Background: an optimization exercise with open tools, aiming at small area and a short achievable clock period. Do not read the settings as production practice.
The RTL was checked by simulation tests, not by an equivalence proof against the original design.
No activity file was given, so power comes from the tool's default toggle rates.

==> inputs of run a <==
==> flow/design.v <==
module dataplane_top #(
    parameter DATA_WIDTH = 64
)(
    input  logic                    clk,
    input  logic                    rst_n,
    input  logic [31:0]             AWADDR,
    input  logic [ 2:0]             AWPROT,
    input  logic                    AWVALID,
    output logic                    AWREADY,
    input  logic [31:0]             WDATA,
    input  logic [ 3:0]             WSTRB,
    input  logic                    WVALID,
    output logic                    WREADY,
    input  logic                    BREADY,
    output logic                    BVALID,
    output logic [ 1:0]             BRESP,
    input  logic [31:0]             ARADDR,
    input  logic [ 2:0]             ARPROT,
    input  logic                    ARVALID,
    output logic                    ARREADY,
    input  logic                    RREADY,
    output logic                    RVALID,
    output logic [31:0]             RDATA,
    output logic [ 1:0]             RRESP,
    input  logic                    tvalid,
    input  logic [DATA_WIDTH-1:0]   tdata,
    input  logic [DATA_WIDTH/8-1:0] tkeep,
    input  logic                    tlast,
    output logic                    tready
);
assign tready = 1'b1;
assign BRESP  = 2'b00;
assign RRESP  = 2'b00;
logic        we_r;       
logic        wdone_r;    
logic        w_ctrl;     
logic        w_ok;       
logic [31:0] wdata_r;
logic        awv, wdv;   
wire         wdone = we_r & wdone_r;
always_ff @(posedge clk or negedge rst_n) begin
    if (!rst_n) begin
        AWREADY <= 1'b1;
        WREADY  <= 1'b1;
        awv     <= 1'b0;
        wdv     <= 1'b0;
        BVALID  <= 1'b0;
        we_r    <= 1'b0;
        wdone_r <= 1'b0;
    end
    else begin
        if (AWVALID && !awv) begin
            AWREADY <= 1'b0;
            awv     <= 1'b1;
        end
        if (WVALID && !wdv) begin
            WREADY <= 1'b0;
            wdv    <= 1'b1;
        end
        if (wdone && awv && wdv) begin
            BVALID  <= 1'b1;
            AWREADY <= 1'b1;
            WREADY  <= 1'b1;
            awv     <= 1'b0;
            wdv     <= 1'b0;
            we_r    <= 1'b0;
        end
        if (BVALID && BREADY) BVALID <= 1'b0;
        if (awv && wdv && !wdone) we_r <= 1'b1;
        wdone_r <= we_r & w_ok;
    end
end
always_ff @(posedge clk) begin
    if (!awv) begin
        w_ctrl <= (AWADDR[31:30] == 2'b00) && (AWADDR[5:2] == 4'h1);
        w_ok   <= (AWADDR[31:30] != 2'b11);
    end
    if (!wdv) wdata_r <= WDATA;
end
logic        rv;
logic [63:0] rd;
logic        rl;
logic [7:0]  f [0:7];
function automatic logic [2:0] oh2(input logic [1:0] x);
    oh2 = {x[1] & x[0], x[1] ^ x[0], ~x[1] & ~x[0]};
endfunction
function automatic logic [8:0] ohc(input logic [8:0] a, input logic [8:0] b);
    ohc = '0;
    for (int i = 0; i < 9; i++)
        for (int j = 0; j < 9; j++)
            if (i + j < 9) ohc[i + j] = ohc[i + j] | (a[i] & b[j]);
endfunction
logic [8:0] pc [0:7];    
logic [7:0] fin [0:7];
always_comb begin
    logic [8:0] k0, k2, k4, k6, p4;
    k0 = {6'b0, oh2(tkeep[1:0])};
    k2 = {6'b0, oh2(tkeep[3:2])};
    k4 = {6'b0, oh2(tkeep[5:4])};
    k6 = {7'b0, tkeep[6], ~tkeep[6]};
    p4 = ohc(k0, k2);
    pc[0] = 9'd1;
    pc[1] = {7'b0, tkeep[0], ~tkeep[0]};
    pc[2] = k0;
    pc[3] = ohc(k0, {7'b0, tkeep[2], ~tkeep[2]});
    pc[4] = p4;
    pc[5] = ohc(p4, {7'b0, tkeep[4], ~tkeep[4]});
    pc[6] = ohc(p4, k4);
    pc[7] = ohc(pc[6], k6);
    for (int l = 0; l < 8; l++) fin[l] = pc[l][7:0] & {8{tkeep[l]}};
end
always_ff @(posedge clk or negedge rst_n) begin
    if (!rst_n) rv <= 1'b0;
    else        rv <= tvalid;
end
always_ff @(posedge clk) begin
    rd <= tdata;
    rl <= tlast;
    for (int l = 0; l < 8; l++) f[l] <= fin[l];
end
logic [3:0] ohi;
logic [7:0] olo;
wire        sop = (ohi == 4'd0) && olo[0];
logic [9:1] T;
logic [8:1] N;
always_comb begin
    T[9] = 1'b0;
    for (int k = 1; k <= 8; k++) begin
        T[k] = 1'b0;
        for (int l = k - 1; l < 8; l++) T[k] = T[k] | f[l][k-1];
    end
    for (int k = 1; k <= 8; k++) N[k] = T[k] & ~T[k+1];
end
logic [7:0] sv;
logic [7:0] sel [0:7];
logic [7:0] D [0:7];
logic [7:0] olo_nx;
logic       ocy;
always_comb begin
    for (int s = 0; s < 8; s++) begin
        sv[s] = 1'b0;
        for (int lo = 0; lo < 8; lo++)
            if (olo[lo]) sv[s] = sv[s] | T[((s - lo + 8) % 8) + 1];
        for (int l = 0; l < 8; l++) begin
            sel[s][l] = 1'b0;
            for (int j = 0; j <= l; j++)
                sel[s][l] = sel[s][l] | (f[l][j] & olo[(s - j + 8) % 8]);
        end
        D[s] = 8'h00;
        for (int l = 0; l < 8; l++)
            D[s] = D[s] | (rd[l*8 +: 8] & {8{sel[s][l]}});
        olo_nx[s] = 1'b0;
        for (int k = 1; k <= 8; k++)
            olo_nx[s] = olo_nx[s] | (N[k] & olo[(s - k + 16) % 8]);
    end
    ocy = 1'b0;
    for (int lo = 0; lo < 8; lo++) ocy = ocy | (olo[lo] & T[8 - lo]);
end
always_ff @(posedge clk or negedge rst_n) begin
    if (!rst_n) begin
        ohi <= 4'd0;
        olo <= 8'd1;
    end
    else if (rv) begin
        if (rl) begin
            ohi <= 4'd0;
            olo <= 8'd1;
        end
        else if (ohi[3:2] != 2'b11) begin
            ohi <= ohi + {3'b000, ocy};
            olo <= olo_nx;
        end
    end
end
function automatic logic cov(input logic [6:0] p, input logic [3:0] hi, input logic [7:0] lo,
                             input logic [7:0] v);
    logic le, gt;
    le = 1'b0;
    gt = 1'b0;
    for (int i = 0; i < 8; i++) begin
        if (i <= p[2:0]) le = le | lo[i];
        else             gt = gt | lo[i];
    end
    cov = v[p[2:0]] && (((hi == p[6:3]) && le) || ((hi + 4'd1 == p[6:3]) && gt));
endfunction
logic [7:0]  eth_s [0:13];
logic [3:0]  ihl_s;
logic [7:0]  proto_s;
logic [31:0] sip_s, dip_s;
logic [15:0] udp_src_s, udp_dst_s, tcp_src_s, tcp_dst_s;
wire [3:0] ihl_eff = (ihl_s >= 4'd5) ? ihl_s : 4'd5;
wire [6:0] l4_base = 7'd14 + {1'b0, ihl_eff, 2'b00};
wire       p6      = (proto_s == 8'd6);
wire       p17     = (proto_s == 8'd17);
always_ff @(posedge clk) begin
    if (rv) begin
        for (int p = 0; p < 14; p++)
            if (cov(7'(p), ohi, olo, sv)) eth_s[p] <= D[p % 8];
        if (cov(7'd14, ohi, olo, sv)) ihl_s   <= D[6][3:0];
        if (cov(7'd23, ohi, olo, sv)) proto_s <= D[7];
        for (int k = 0; k < 4; k++) begin
            if (cov(7'(26 + k), ohi, olo, sv)) sip_s[(3-k)*8 +: 8] <= D[(26 + k) % 8];
            if (cov(7'(30 + k), ohi, olo, sv)) dip_s[(3-k)*8 +: 8] <= D[(30 + k) % 8];
        end
    end
end
logic [7:0] l4b [0:3];
logic [3:0] l4en;
always_comb begin
    for (int k = 0; k < 4; k++) begin
        l4b[k]  = D[(6 + k + (ihl_eff[0] ? 4 : 0)) % 8];
        l4en[k] = rv && cov(l4_base + 7'(k), ohi, olo, sv);
    end
end
always_ff @(posedge clk or negedge rst_n) begin
    if (!rst_n) begin
        udp_src_s <= '0;
        udp_dst_s <= '0;
        tcp_src_s <= '0;
        tcp_dst_s <= '0;
    end
    else begin
        if (p6) begin
            if (l4en[0]) tcp_src_s[15:8] <= l4b[0];
            if (l4en[1]) tcp_src_s[7:0]  <= l4b[1];
            if (l4en[2]) tcp_dst_s[15:8] <= l4b[2];
            if (l4en[3]) tcp_dst_s[7:0]  <= l4b[3];
        end
        if (p17) begin
            if (l4en[0]) udp_src_s[15:8] <= l4b[0];
            if (l4en[1]) udp_src_s[7:0]  <= l4b[1];
            if (l4en[2]) udp_dst_s[15:8] <= l4b[2];
            if (l4en[3]) udp_dst_s[7:0]  <= l4b[3];
        end
    end
end
logic      eth_rdy, ip_now, l4_now;
logic      ip_rdy, l4_d, l4_rdy;
always_ff @(posedge clk or negedge rst_n) begin
    if (!rst_n) begin
        eth_rdy <= 1'b0;
        ip_now  <= 1'b0;
        l4_now  <= 1'b0;
        ip_rdy  <= 1'b0;
        l4_d    <= 1'b0;
        l4_rdy  <= 1'b0;
    end
    else begin
        if (rv) begin
            eth_rdy <= (eth_rdy & ~sop) | cov(7'd13, ohi, olo, sv);
            ip_now  <= (ip_now & ~sop) | cov(l4_base - 7'd1, ohi, olo, sv);
            l4_now  <= (l4_now & ~sop) | (p6 & cov(l4_base + 7'd19, ohi, olo, sv)) |
                                         (p17 & cov(l4_base + 7'd7, ohi, olo, sv));
        end
        ip_rdy <= ip_now;
        l4_d   <= l4_now;
        l4_rdy <= l4_d;
    end
end
logic ec, ic, uc, ks, is4, vfk;
wire  gen = ec && is4 && ic && uc && !ks;
always_ff @(posedge clk or negedge rst_n) begin
    if (!rst_n) begin
        ec  <= 1'b0;
        ic  <= 1'b0;
        uc  <= 1'b0;
        ks  <= 1'b0;
        is4 <= 1'b0;
        vfk <= 1'b0;
    end
    else begin
        vfk <= gen;
        if (eth_rdy && !ec) begin
            is4 <= ({eth_s[12], eth_s[13]} == 16'h0800);
            ec  <= 1'b1;
        end
        if (ip_rdy && ec && !ic) ic <= 1'b1;
        if (l4_rdy && ic && !uc) uc <= 1'b1;
        if (gen) ks <= 1'b1;
        if (!eth_rdy) begin
            ec <= 1'b0;
            ic <= 1'b0;
            uc <= 1'b0;
            ks <= 1'b0;
        end
    end
end
logic [31:0] ctrl;
logic [47:0] rf_dmac, rf_smac;
logic [15:0] rf_et;
logic [31:0] rf_sip, rf_dip;
logic [7:0]  rf_pr;
logic [31:0] rf_udp, rf_tcp;
logic [31:0] fk_sip, fk_dip;
logic [15:0] fk_sp, fk_dp;
logic        fk_udp;
logic        v_ctrl, v_eth, v_ip, v_l4, v_fk;
always_ff @(posedge clk or negedge rst_n) begin
    if (!rst_n) begin
        v_ctrl <= 1'b0;
        v_eth  <= 1'b0;
        v_ip   <= 1'b0;
        v_l4   <= 1'b0;
        v_fk   <= 1'b0;
    end
    else begin
        if (we_r && w_ctrl) v_ctrl <= 1'b1;
        if (eth_rdy)        v_eth  <= 1'b1;
        if (ip_rdy)         v_ip   <= 1'b1;
        if (l4_rdy)         v_l4   <= 1'b1;
        if (vfk)            v_fk   <= 1'b1;
    end
end
always_ff @(posedge clk) begin
    if (eth_rdy) begin
        rf_dmac <= {eth_s[0], eth_s[1], eth_s[2], eth_s[3], eth_s[4], eth_s[5]};
        rf_smac <= {eth_s[6], eth_s[7], eth_s[8], eth_s[9], eth_s[10], eth_s[11]};
        rf_et   <= {eth_s[12], eth_s[13]};
    end
    if (ip_rdy) begin
        rf_sip <= sip_s;
        rf_dip <= dip_s;
        rf_pr  <= proto_s;
    end
    if (l4_rdy) begin
        rf_udp <= {udp_src_s, udp_dst_s};
        rf_tcp <= {tcp_src_s, tcp_dst_s};
    end
    if (vfk) begin
        fk_sip <= sip_s;
        fk_dip <= dip_s;
        fk_udp <= (proto_s == 8'd17);
        fk_sp  <= (proto_s == 8'd17) ? udp_src_s : tcp_src_s;
        fk_dp  <= (proto_s == 8'd17) ? udp_dst_s : tcp_dst_s;
    end
    if (we_r && w_ctrl) ctrl <= wdata_r;
end
wire [127:0] fk = {24'h0, fk_sip, fk_dip, fk_sp, fk_dp,
                   3'b000, fk_udp, 1'b0, ~fk_udp, ~fk_udp, fk_udp};
logic       re_r, rdone_r;
logic       arv;         
logic [3:0] raddr;
logic [31:0] rdata_r;
logic [31:0] rmux;
always_comb begin
    case (raddr)
        4'h0: rmux = 32'hDEADBEEF;
        4'h1: rmux = {32{v_ctrl}} & ctrl;
        4'h2: rmux = {32{v_eth}} & rf_dmac[31:0];
        4'h3: rmux = {32{v_eth}} & {16'h0, rf_dmac[47:32]};
        4'h4: rmux = {32{v_eth}} & rf_smac[31:0];
        4'h5: rmux = {32{v_eth}} & {16'h0, rf_smac[47:32]};
        4'h6: rmux = {32{v_eth}} & {16'h0, rf_et};
        4'h7: rmux = {32{v_ip}} & rf_sip;
        4'h8: rmux = {32{v_ip}} & rf_dip;
        4'h9: rmux = {32{v_ip}} & {24'h0, rf_pr};
        4'ha: rmux = {32{v_l4}} & rf_udp;
        4'hb: rmux = {32{v_l4}} & rf_tcp;
        4'hc: rmux = {32{v_fk}} & fk[31:0];
        4'hd: rmux = {32{v_fk}} & fk[63:32];
        4'he: rmux = {32{v_fk}} & fk[95:64];
        default: rmux = {32{v_fk}} & fk[127:96];
    endcase
end
always_ff @(posedge clk or negedge rst_n) begin
    if (!rst_n) begin
        ARREADY <= 1'b1;
        arv     <= 1'b0;
        RVALID  <= 1'b0;
        RDATA   <= 32'b0;
        re_r    <= 1'b0;
        rdone_r <= 1'b0;
    end
    else begin
        re_r    <= ARVALID && !arv;
        rdone_r <= re_r;
        if (ARVALID && !arv) begin
            ARREADY <= 1'b0;
            arv     <= 1'b1;
        end
        if (rdone_r) begin
            RDATA  <= rdata_r;
            RVALID <= 1'b1;
        end
        if (RVALID && RREADY) begin
            RVALID  <= 1'b0;
            ARREADY <= 1'b1;
            arv     <= 1'b0;
        end
    end
end
always_ff @(posedge clk) begin
    if (!arv) raddr <= ARADDR[5:2];
    rdata_r <= rmux;
end
endmodule
==> flow/run.sh <==
#!/bin/bash
# synth_recipe.tcl (not shown) runs the flow's synth.tcl, then flattens the netlist and writes it again
# the make line also repeats each setting of config.mk as NAME=value (left out here)
make -C /OpenROAD-flow-scripts/flow DESIGN_CONFIG=/design/flow/config.mk WORK_HOME=/design/flow/orfs CLKGATE_MAP_FILE= SYNTH_SCRIPT=/design/flow/synth_recipe.tcl finish
==> flow/config.mk <==
export PLATFORM = sky130hd
export DESIGN_NAME = dataplane_top
export DESIGN_NICKNAME = dataplane_top
export VERILOG_FILES = /design/flow/design.v
export SDC_FILE = /design/flow/constraint.sdc
export NUM_CORES = 4
export LEC_CHECK = 0
export CAP_MARGIN = 20
export CORE_MARGIN = 2
export CORE_UTILIZATION = 25
export SLEW_MARGIN = 20
==> flow/constraint.sdc <==
create_clock -name core_clock -period 15.0 [get_ports {clk}]
set_input_delay 3.0000 -clock core_clock [delete_from_list [all_inputs] [get_ports {clk}]]
set_output_delay 3.0000 -clock core_clock [all_outputs]
set_load 0.01 [all_outputs]
==> inputs of run b, as changes to run a <==
--- a/flow/design.v
+++ b/flow/design.v
@@ -185,9 +185,25 @@
 endfunction
-logic [7:0]  eth_s [0:13];
+logic [7:0]  hs [0:13];
+logic [7:0]  dip_h [0:1];    
 logic [3:0]  ihl_s;
+logic [3:0]  lb_h;         
+logic        lb_par;
 logic [7:0]  proto_s;
-logic [31:0] sip_s, dip_s;
 logic [15:0] udp_src_s, udp_dst_s, tcp_src_s, tcp_dst_s;
+wire  [31:0] sip_s = {hs[10], hs[11], hs[12], hs[13]};
+wire  [31:0] dip_s = {dip_h[0], dip_h[1], hs[8], hs[9]};
 wire [3:0] ihl_eff = (ihl_s >= 4'd5) ? ihl_s : 4'd5;
-wire [6:0] l4_base = 7'd14 + {1'b0, ihl_eff, 2'b00};
+wire [6:0] l4_in   = 7'd14 + {1'b0, ihl_eff, 2'b00};
+wire [3:0] dh      = ohi - lb_h;
+logic [7:0] ole, ogt;
+always_comb begin
+    for (int x = 0; x < 8; x++) begin
+        ole[x] = 1'b0;
+        ogt[x] = 1'b0;
+        for (int i = 0; i < 8; i++) begin
+            if (i <= x) ole[x] = ole[x] | olo[i];
+            else        ogt[x] = ogt[x] | olo[i];
+        end
+    end
+end
 wire       p6      = (proto_s == 8'd6);
@@ -196,10 +212,21 @@
     if (rv) begin
-        for (int p = 0; p < 14; p++)
-            if (cov(7'(p), ohi, olo, sv)) eth_s[p] <= D[p % 8];
-        if (cov(7'd14, ohi, olo, sv)) ihl_s   <= D[6][3:0];
-        if (cov(7'd23, ohi, olo, sv)) proto_s <= D[7];
-        for (int k = 0; k < 4; k++) begin
-            if (cov(7'(26 + k), ohi, olo, sv)) sip_s[(3-k)*8 +: 8] <= D[(26 + k) % 8];
-            if (cov(7'(30 + k), ohi, olo, sv)) dip_s[(3-k)*8 +: 8] <= D[(30 + k) % 8];
-        end
+        for (int p = 0; p < 8; p++)
+            if (cov(7'(p), ohi, olo, sv)) hs[p] <= D[p];
+        for (int p = 8; p < 14; p++)
+            if (cov(7'(p), ohi, olo, sv) || cov((p < 10) ? 7'(p + 24) : 7'(p + 16), ohi, olo, sv))
+                hs[p] <= D[p % 8];
+        if (cov(7'd14, ohi, olo, sv)) ihl_s <= D[6][3:0];
+        if (cov(7'd23, ohi, olo, sv)) proto_s  <= D[7];
+        if (cov(7'd30, ohi, olo, sv)) dip_h[0] <= D[6];
+        if (cov(7'd31, ohi, olo, sv)) dip_h[1] <= D[7];
+    end
+end
+always_ff @(posedge clk or negedge rst_n) begin
+    if (!rst_n) begin
+        lb_h   <= 4'd4;
+        lb_par <= 1'b1;
+    end
+    else begin
+        lb_h   <= l4_in[6:3];
+        lb_par <= ihl_eff[0];
     end
@@ -209,6 +236,7 @@
 always_comb begin
-    for (int k = 0; k < 4; k++) begin
-        l4b[k]  = D[(6 + k + (ihl_eff[0] ? 4 : 0)) % 8];
-        l4en[k] = rv && cov(l4_base + 7'(k), ohi, olo, sv);
-    end
+    for (int k = 0; k < 4; k++) l4b[k] = lb_par ? D[2 + k] : D[(6 + k) % 8];
+    l4en[0] = rv && (lb_par ? (sv[2] && (((dh == 4'd0) && ole[2]) || ((dh == 4'd15) && ogt[2]))) : (sv[6] && (((dh == 4'd0) && ole[6]) || ((dh == 4'd15) && ogt[6]))));
+    l4en[1] = rv && (lb_par ? (sv[3] && (((dh == 4'd0) && ole[3]) || ((dh == 4'd15) && ogt[3]))) : (sv[7] && (((dh == 4'd0) && ole[7]) || ((dh == 4'd15) && ogt[7]))));
+    l4en[2] = rv && (lb_par ? (sv[4] && (((dh == 4'd0) && ole[4]) || ((dh == 4'd15) && ogt[4]))) : (sv[0] && (((dh == 4'd1) && ole[0]) || ((dh == 4'd0) && ogt[0]))));
+    l4en[3] = rv && (lb_par ? (sv[5] && (((dh == 4'd0) && ole[5]) || ((dh == 4'd15) && ogt[5]))) : (sv[1] && (((dh == 4'd1) && ole[1]) || ((dh == 4'd0) && ogt[1]))));
 end
@@ -250,5 +278,5 @@
             eth_rdy <= (eth_rdy & ~sop) | cov(7'd13, ohi, olo, sv);
-            ip_now  <= (ip_now & ~sop) | cov(l4_base - 7'd1, ohi, olo, sv);
-            l4_now  <= (l4_now & ~sop) | (p6 & cov(l4_base + 7'd19, ohi, olo, sv)) |
-                                         (p17 & cov(l4_base + 7'd7, ohi, olo, sv));
+            ip_now  <= (ip_now & ~sop) | (lb_par ? (sv[1] && (((dh == 4'd0) && ole[1]) || ((dh == 4'd15) && ogt[1]))) : (sv[5] && (((dh == 4'd0) && ole[5]) || ((dh == 4'd15) && ogt[5]))));
+            l4_now  <= (l4_now & ~sop) | (p6 & (lb_par ? (sv[5] && (((dh == 4'd2) && ole[5]) || ((dh == 4'd1) && ogt[5]))) : (sv[1] && (((dh == 4'd3) && ole[1]) || ((dh == 4'd2) && ogt[1]))))) |
+                                         (p17 & (lb_par ? (sv[1] && (((dh == 4'd1) && ole[1]) || ((dh == 4'd0) && ogt[1]))) : (sv[5] && (((dh == 4'd1) && ole[5]) || ((dh == 4'd0) && ogt[5])))));
         end
@@ -273,3 +301,3 @@
         if (eth_rdy && !ec) begin
-            is4 <= ({eth_s[12], eth_s[13]} == 16'h0800);
+            is4 <= ({hs[12], hs[13]} == 16'h0800);
             ec  <= 1'b1;
@@ -314,8 +342,8 @@
 always_ff @(posedge clk) begin
-    if (eth_rdy) begin
-        rf_dmac <= {eth_s[0], eth_s[1], eth_s[2], eth_s[3], eth_s[4], eth_s[5]};
-        rf_smac <= {eth_s[6], eth_s[7], eth_s[8], eth_s[9], eth_s[10], eth_s[11]};
-        rf_et   <= {eth_s[12], eth_s[13]};
+    if (eth_rdy && !ec) begin
+        rf_dmac <= {hs[0], hs[1], hs[2], hs[3], hs[4], hs[5]};
+        rf_smac <= {hs[6], hs[7], hs[8], hs[9], hs[10], hs[11]};
+        rf_et   <= {hs[12], hs[13]};
     end
-    if (ip_rdy) begin
+    if (ip_rdy && !ic) begin
         rf_sip <= sip_s;
@@ -329,7 +357,7 @@
     if (vfk) begin
-        fk_sip <= sip_s;
-        fk_dip <= dip_s;
-        fk_udp <= (proto_s == 8'd17);
-        fk_sp  <= (proto_s == 8'd17) ? udp_src_s : tcp_src_s;
-        fk_dp  <= (proto_s == 8'd17) ? udp_dst_s : tcp_dst_s;
+        fk_sip <= rf_sip;
+        fk_dip <= rf_dip;
+        fk_udp <= (rf_pr == 8'd17);
+        fk_sp  <= (rf_pr == 8'd17) ? udp_src_s : tcp_src_s;
+        fk_dp  <= (rf_pr == 8'd17) ? udp_dst_s : tcp_dst_s;
     end
Settings changed: CAP_MARGIN 20 to 40, CORE_UTILIZATION 25 to 50, SLEW_MARGIN 20 to 60.
==> inputs of run c, as changes to run a <==
--- a/flow/design.v
+++ b/flow/design.v
@@ -185,7 +185,9 @@
 endfunction
-logic [7:0]  eth_s [0:13];
+logic [7:0]  hs [0:13];
+logic [7:0]  dip_h [0:1];    
 logic [3:0]  ihl_s;
 logic [7:0]  proto_s;
-logic [31:0] sip_s, dip_s;
 logic [15:0] udp_src_s, udp_dst_s, tcp_src_s, tcp_dst_s;
+wire  [31:0] sip_s = {hs[10], hs[11], hs[12], hs[13]};
+wire  [31:0] dip_s = {dip_h[0], dip_h[1], hs[8], hs[9]};
 wire [3:0] ihl_eff = (ihl_s >= 4'd5) ? ihl_s : 4'd5;
@@ -196,10 +198,11 @@
     if (rv) begin
-        for (int p = 0; p < 14; p++)
-            if (cov(7'(p), ohi, olo, sv)) eth_s[p] <= D[p % 8];
-        if (cov(7'd14, ohi, olo, sv)) ihl_s   <= D[6][3:0];
-        if (cov(7'd23, ohi, olo, sv)) proto_s <= D[7];
-        for (int k = 0; k < 4; k++) begin
-            if (cov(7'(26 + k), ohi, olo, sv)) sip_s[(3-k)*8 +: 8] <= D[(26 + k) % 8];
-            if (cov(7'(30 + k), ohi, olo, sv)) dip_s[(3-k)*8 +: 8] <= D[(30 + k) % 8];
-        end
+        for (int p = 0; p < 8; p++)
+            if (cov(7'(p), ohi, olo, sv)) hs[p] <= D[p];
+        for (int p = 8; p < 14; p++)
+            if (cov(7'(p), ohi, olo, sv) || cov((p < 10) ? 7'(p + 24) : 7'(p + 16), ohi, olo, sv))
+                hs[p] <= D[p % 8];
+        if (cov(7'd14, ohi, olo, sv)) ihl_s    <= D[6][3:0];
+        if (cov(7'd23, ohi, olo, sv)) proto_s  <= D[7];
+        if (cov(7'd30, ohi, olo, sv)) dip_h[0] <= D[6];
+        if (cov(7'd31, ohi, olo, sv)) dip_h[1] <= D[7];
     end
@@ -273,3 +276,3 @@
         if (eth_rdy && !ec) begin
-            is4 <= ({eth_s[12], eth_s[13]} == 16'h0800);
+            is4 <= ({hs[12], hs[13]} == 16'h0800);
             ec  <= 1'b1;
@@ -314,8 +317,8 @@
 always_ff @(posedge clk) begin
-    if (eth_rdy) begin
-        rf_dmac <= {eth_s[0], eth_s[1], eth_s[2], eth_s[3], eth_s[4], eth_s[5]};
-        rf_smac <= {eth_s[6], eth_s[7], eth_s[8], eth_s[9], eth_s[10], eth_s[11]};
-        rf_et   <= {eth_s[12], eth_s[13]};
+    if (eth_rdy && !ec) begin
+        rf_dmac <= {hs[0], hs[1], hs[2], hs[3], hs[4], hs[5]};
+        rf_smac <= {hs[6], hs[7], hs[8], hs[9], hs[10], hs[11]};
+        rf_et   <= {hs[12], hs[13]};
     end
-    if (ip_rdy) begin
+    if (ip_rdy && !ic) begin
         rf_sip <= sip_s;
@@ -329,7 +332,7 @@
     if (vfk) begin
-        fk_sip <= sip_s;
-        fk_dip <= dip_s;
-        fk_udp <= (proto_s == 8'd17);
-        fk_sp  <= (proto_s == 8'd17) ? udp_src_s : tcp_src_s;
-        fk_dp  <= (proto_s == 8'd17) ? udp_dst_s : tcp_dst_s;
+        fk_sip <= rf_sip;
+        fk_dip <= rf_dip;
+        fk_udp <= (rf_pr == 8'd17);
+        fk_sp  <= (rf_pr == 8'd17) ? udp_src_s : tcp_src_s;
+        fk_dp  <= (rf_pr == 8'd17) ? udp_dst_s : tcp_dst_s;
     end
Settings changed: CORE_UTILIZATION 25 to 50.
==> reports/qor.txt <==
=================================================================================
Run status                                                           complete, no violations
Max Freq                                                                0.169 GHz
Worst setup path category                                              reg -> reg
Source of the critical timing path                                   ihl_s[3]$_DFFE_PP_
Time the final worst path needs with I/O delays and setup                 5.92 ns
Total power of the final layout                                         0.00638 W
Min setup slack post-route                                                9.08 ns
Met2 layer usage reported by global route                                   51.2%
Number of vias after detailed routing                                       25108
Portion of synthesized cell area occupied by the leading cell type          47.6%
Number of clock sinks                                                         826
Netlist cell types                                                             78
Net switching share of the total power                                      30.5%
Number of storage elements in the synthesis netlist                           826
Multi-input combinational cell count                                         1617
Synth Area in Simple Gates                                                  9.45%
Vertical extent of the die                                            269 microns
Multi-input gate share of the layout cell area                              27.7%
DPL Wire Length                                                      86800 microns
Total stage count of the critical path                                         15
Skew-Pair Late Insertion Delay                                            0.65 ns
=================================================================================
# the run above: run c

==> reports/qor.txt <==
=================================================================================
Worst setup path category                                              reg -> reg
Time the final worst path needs with I/O delays and setup                 5.30 ns
DPL Wire Length                                                      84300 microns
Multi-input combinational cell count                                         1603
Portion of synthesized cell area occupied by the leading cell type          49.6%
Number of vias after detailed routing                                       25480
Multi-input gate share of the layout cell area                              25.9%
Max Freq                                                                0.189 GHz
Total power of the final layout                                         0.00695 W
Netlist cell types                                                             73
Synth Area in Simple Gates                                                  8.71%
Run status                                                           complete, no violations
Skew-Pair Late Insertion Delay                                            0.70 ns
Vertical extent of the die                                            386 microns
Total stage count of the critical path                                         14
Net switching share of the total power                                      31.7%
Met2 layer usage reported by global route                                   23.6%
=================================================================================
# the run above: run a

==> reports/qor.txt <==
=================================================================================
Least-Margin Pin Slew                                                    0.674 ns
Number of storage elements in the synthesis netlist                           831
Vertical extent of the die                                            269 microns
Total power of the final layout                                         0.00655 W
Multi-input gate share of the layout cell area                              27.6%
Net switching share of the total power                                      31.0%
Number of H-tree branching levels                                               3
Total stage count of the critical path                                          1
Max clock buf depth                                                             3
Max Freq                                                                0.212 GHz
Run status                                                           complete, no violations
Worst setup path category                                              reg -> out
Synth Area in Simple Gates                                                  8.17%
Skew-Pair Late Insertion Delay                                            0.65 ns
Power density over the cells                                          159 nW/um^2
Portion of synthesized cell area occupied by the leading cell type          47.5%
Multi-input combinational cell count                                         1556
Min setup slack post-route                                               10.28 ns
Met2 layer usage reported by global route                                   50.7%
Netlist cell types                                                             76
=================================================================================
# the run above: run b

## re-timing with driven ports
The flow's constraints put no driver on any port. The routed layouts listed below were extracted and timed again, unchanged, in two steps.
Step 1, drivers: a clkbuf_16 drives clk and a buf_2 each remaining input, both assumed.
Step 2 adds t to the input delays and takes it off the output delays; t is the mean of the earliest and latest rising clock arrival at the registers after step 1. Input paths then give back, and output paths get back, about the clock's delay inside the block.
Three values: ideal ports, drivers, drivers and shift; two values: the first two.
run | t (ns) | slack for setup (ns) | pins driven straight from the clock port
run a | 0.742 | 9.702 / 9.702 / 9.702 | 1
run b | 0.693 | 10.280 / 10.213 / 9.701 | 1
run c | 0.701 | 9.078 / 9.078 / 9.078 | 1
After both steps setup and hold are still met in every run listed. For run b, which loses most, drivers alone change the setup slack by -0.067 ns; drivers and shift together by -0.579 ns.
